This design comes from an exercise in tuning for small area on the open sky130 flow, not from production work. The RTL was checked by simulation tests, not by an equivalence proof against the original design. Power is estimated from default activity; no workload was simulated.

==> flow/design.v <==
module gGMUX_BKeys (
	input	[2:0]	LVDS_IG_A_DATA	,
	input	[2:0]	LVDS_IG_B_DATA	,
	input	LVDS_IG_A_CLK			,
	input	LVDS_IG_BKL_ON			,
	input	LVDS_IG_PANEL_PWR		,
	output	[2:0]	LVDS_A_DATA		,
	output	[2:0]	LVDS_B_DATA		,
	output	LVDS_A_CLK				,
	output	LVDS_B_CLK				,
	output	LCD_BKLT_EN				,
	output	LCD_PWR_EN				,
	output	LCD_BKLT_PWM			,
	output	P3V3GPU_EN				,
	output	P1V5FB1V8GPU_R_EN		,
	output	P1V0GPU_EN				,
	output	GPUVCORE_EN				,
	output	EG_RESET_L				,
	output	LVDS_DDC_SEL_IG			,
	output	LVDS_DDC_SEL_EG 		,
	output  DP_MUX_EN				,
	output  DP_MUX_SEL_EG			,
	output  GMUX_INT				,
	input  LPC_CLK33M_GMUX 			,
	input  PLT_RESET_L				,
	input  GMUX_RESET_L
);
	assign LVDS_A_DATA[2:0] = LVDS_IG_A_DATA[2:0];
	assign LVDS_B_DATA[2:0] = LVDS_IG_B_DATA[2:0];
	assign LVDS_A_CLK	= LVDS_IG_A_CLK;
	assign LVDS_B_CLK	= LVDS_IG_A_CLK;
	assign LCD_BKLT_EN	= LVDS_IG_BKL_ON;
	assign LCD_PWR_EN	= LVDS_IG_PANEL_PWR;
	assign P3V3GPU_EN			= 0;
	assign P1V5FB1V8GPU_R_EN	= 0;
	assign P1V0GPU_EN			= 0;
	assign GPUVCORE_EN			= 0;
	assign EG_RESET_L			= 0;
	assign LVDS_DDC_SEL_IG		= 1;
	assign LVDS_DDC_SEL_EG		= 0;
	assign DP_MUX_EN 			= 1;
	assign DP_MUX_SEL_EG		= 0;
	assign GMUX_INT				= 1;
	wire clk = LPC_CLK33M_GMUX;
	wire rst = !PLT_RESET_L;
	wire line = GMUX_RESET_L;
	reg line_d;
	always @(posedge clk) line_d <= line;
	wire edge_ev = line ^ line_d;
	localparam [16:0] CNT_Z  = 17'h0aaaa;
	localparam [16:0] CNT_S  = 17'h1eeef;
	localparam [16:0] CNT_MS = 17'h026e4;
	localparam [16:0] CNT_C  = 17'h155ab;
	localparam [16:0] CNT_MC = 17'h19ffe;
	reg [16:0] cnt;
	reg        idle;
	wire close  = !line & !line_d & (((cnt ^ CNT_C) & CNT_MC) == 17'd0);
	wire sample = !edge_ev & !idle & (((cnt ^ CNT_S) & CNT_MS) == 17'd0);
	wire cnt_force = rst | edge_ev | close;
	always @(posedge clk) begin
		cnt[16:1] <= cnt_force ? CNT_Z[16:1] : ~cnt[15:0];
		cnt[0]    <= rst ? 1'b0 : edge_ev ? 1'b1 : close ? 1'b0 : cnt[16] ^ cnt[13];
		if (rst)
			idle <= 1'b1;
		else if (edge_ev)
			idle <= 1'b0;
		else if (sample)
			idle <= 1'b1;
	end
	reg [3:0] bitn;
	reg [3:0] run;
	reg       fb0, fb1;
	wire bit_ok = (bitn == 4'd0 || bitn == 4'd1) ? 1'b1 :
	              (bitn == 4'd13) ? !line_d : line_d;
	wire full = (run == 4'd14);
	wire key_up = full & fb0 & !fb1;
	wire key_dn = full & !fb0 & fb1;
	always @(posedge clk) begin
		if (rst || close) begin
			bitn <= 4'd0;
			run  <= 4'd1;
			fb0  <= 1'b0;
			fb1  <= 1'b0;
		end else if (sample) begin
			bitn <= (bitn == 4'd13) ? 4'd0 : bitn + 4'd1;
			run  <= !bit_ok ? 4'd0 : full ? run : run + 4'd1;
			if (bitn == 4'd0) fb0 <= line_d;
			if (bitn == 4'd1) fb1 <= line_d;
		end
	end
	reg [1:0] lkp;
	reg [2:0] nfc;
	always @(posedge clk) begin
		if (rst)
			lkp <= 2'b00;
		else if (close) begin
			if (key_up) lkp[0] <= 1'b1;
			else if (key_dn) lkp[1] <= 1'b1;
			else if (nfc[2]) lkp <= 2'b00;
		end
	end
	always @(posedge clk) begin
		if (close) begin
			if (key_up || key_dn || nfc[2]) nfc <= 3'd0;
			else nfc <= nfc + 3'd1;
		end
	end
	localparam [22:0] PRE_R = 23'h2aaaaa;
	localparam [22:0] PRE_E = 23'h554aa5;
	localparam [22:0] PRE_M = ~23'h058001;
	reg [22:0] pre;
	wire tick = ((pre ^ PRE_E) & PRE_M) == 23'd0;
	wire pre_force = rst | tick;
	always @(posedge clk) begin
		pre[22:1] <= pre_force ? PRE_R[22:1] : ~pre[21:0];
		pre[0]    <= rst ? 1'b0 : tick ? 1'b1 : pre[22] ^ pre[17];
	end
	reg [4:0] level;
	always @(posedge clk) begin
		if (rst) level <= 5'd11;
		else if (tick) begin
			if (lkp[0] && !level[4]) level <= level + 5'd1;
			else if (lkp[1] && level != 5'd0) level <= level - 5'd1;
		end
	end
	wire [16:0] duty =
		level[4]     ? 17'd127013 :
		(level[3:0] == 4'd0) ? 17'd0 :
		(level[3:0] == 4'd1) ? 17'd2854 :
		(level[3:0] == 4'd2) ? 17'd4281 :
		(level[3:0] == 4'd3) ? 17'd5708 :
		(level[3:0] == 4'd4) ? 17'd8563 :
		(level[3:0] == 4'd5) ? 17'd11417 :
		(level[3:0] == 4'd6) ? 17'd15698 :
		(level[3:0] == 4'd7) ? 17'd19980 :
		(level[3:0] == 4'd8) ? 17'd25688 :
		(level[3:0] == 4'd9) ? 17'd34251 :
		(level[3:0] == 4'd10) ? 17'd41386 :
		(level[3:0] == 4'd11) ? 17'd49949 :
		(level[3:0] == 4'd12) ? 17'd59939 :
		(level[3:0] == 4'd13) ? 17'd72783 :
		(level[3:0] == 4'd14) ? 17'd87054 :
		                17'd105606;
	reg [16:0] pwm_cnt;
	always @(posedge clk) begin
		if (rst) pwm_cnt <= 17'd0;
		else pwm_cnt <= pwm_cnt + 17'd1;
	end
	assign LCD_BKLT_PWM = (pwm_cnt < duty);
endmodule
==> flow/config.mk <==
export PLATFORM = sky130hd
export DESIGN_NAME = gGMUX_BKeys
export DESIGN_NICKNAME = gGMUX_BKeys
export VERILOG_FILES = /design/flow/design.v
export SDC_FILE = /design/flow/constraint.sdc
export NUM_CORES = 4
export LEC_CHECK = 0
export CAP_MARGIN = 20
export CORE_MARGIN = 2
export CORE_UTILIZATION = 40
export CTS_CLUSTER_DIAMETER = 200
export CTS_CLUSTER_SIZE = 50
export SLEW_MARGIN = 20
==> flow/constraint.sdc <==
create_clock -name core_clock -period 10.0 [get_ports {LPC_CLK33M_GMUX}]
set_input_delay 2.0000 -clock core_clock [delete_from_list [all_inputs] [get_ports {LPC_CLK33M_GMUX}]]
set_output_delay 2.0000 -clock core_clock [all_outputs]
set_load 0.01 [all_outputs]
run.sh (not shown) runs the stock make flow with config.mk's settings and CLKGATE_MAP_FILE= SYNTH_SCRIPT=/design/flow/synth_recipe.tcl, a recipe that flattens the netlist after the stock synthesis.
Rerun with:
- CORE_UTILIZATION: 40 -> 70
- CTS_BUF_LIST: unset -> sky130_fd_sc_hd__clkbuf_8
- CTS_CLUSTER_DIAMETER: 200 -> 300
- CTS_CLUSTER_SIZE: 50 -> 100
- PLACE_DENSITY: unset -> 0.8
Outcome:
- register-to-register slack gets better by 0.02 ns
- final cell count went down by 11%
- power went up by 4.3%
- flip-flop and latch count does not change
- first-iteration DRC count went down by about 5%
- area after synthesis stays the same
- die area went down by 41%
- clock skew went down by 0.0038 ns
Rerun with:
- CORE_UTILIZATION: 70 -> 40
- CTS_BUF_LIST: sky130_fd_sc_hd__clkbuf_8 -> unset
- CTS_CLUSTER_DIAMETER: 300 -> unset
- CTS_CLUSTER_SIZE: 100 -> unset
- PLACE_DENSITY: 0.8 -> unset
- core utilization drops by 32 points
- combinational power climbs by about 3%
- final cell count climbs by about 12%
- flip-flop and latch count is unchanged
- final area climbs by about 1.3%
- wire length climbs by about 3.2%
- via count drops by about 0.9%
- worst hold slack is about the same
- worst setup slack is worse by 0.068 ns

[separate check: timing with driven ports]
The results above use ideal ports. As a check the final layouts listed here were re-extracted and re-timed, cells and wires unchanged. Step 1 sets driving cells, clkbuf_16 on the clock port and buf_2 on the other inputs (assumed; they add their load-dependent delay and slew). Step 2, shift: input delay + t, output delay - t, t = (earliest + latest rising clock arrival at the registers) / 2. This alone moves slack from input paths to output paths. Three values: no drivers, after step 1, after step 2; two values: the first two.
run	t (ns)	setup WS [ns]	worst hold slack (ns)	worst setup path at the end	clock arrival spread, ns
the first run	0.377	4.466 / 4.436 / 4.813	0.367 / 0.367 / 0.367	register to output	0.012 / 0.012
the second run	0.373	4.534 / 4.505 / 4.878	0.368 / 0.368 / 0.368	register to output	0.006 / 0.006
the third run	0.377	4.466 / 4.436 / 4.813	0.367 / 0.367 / 0.367	register to output	0.012 / 0.012
After both steps every run listed still meets setup and hold.
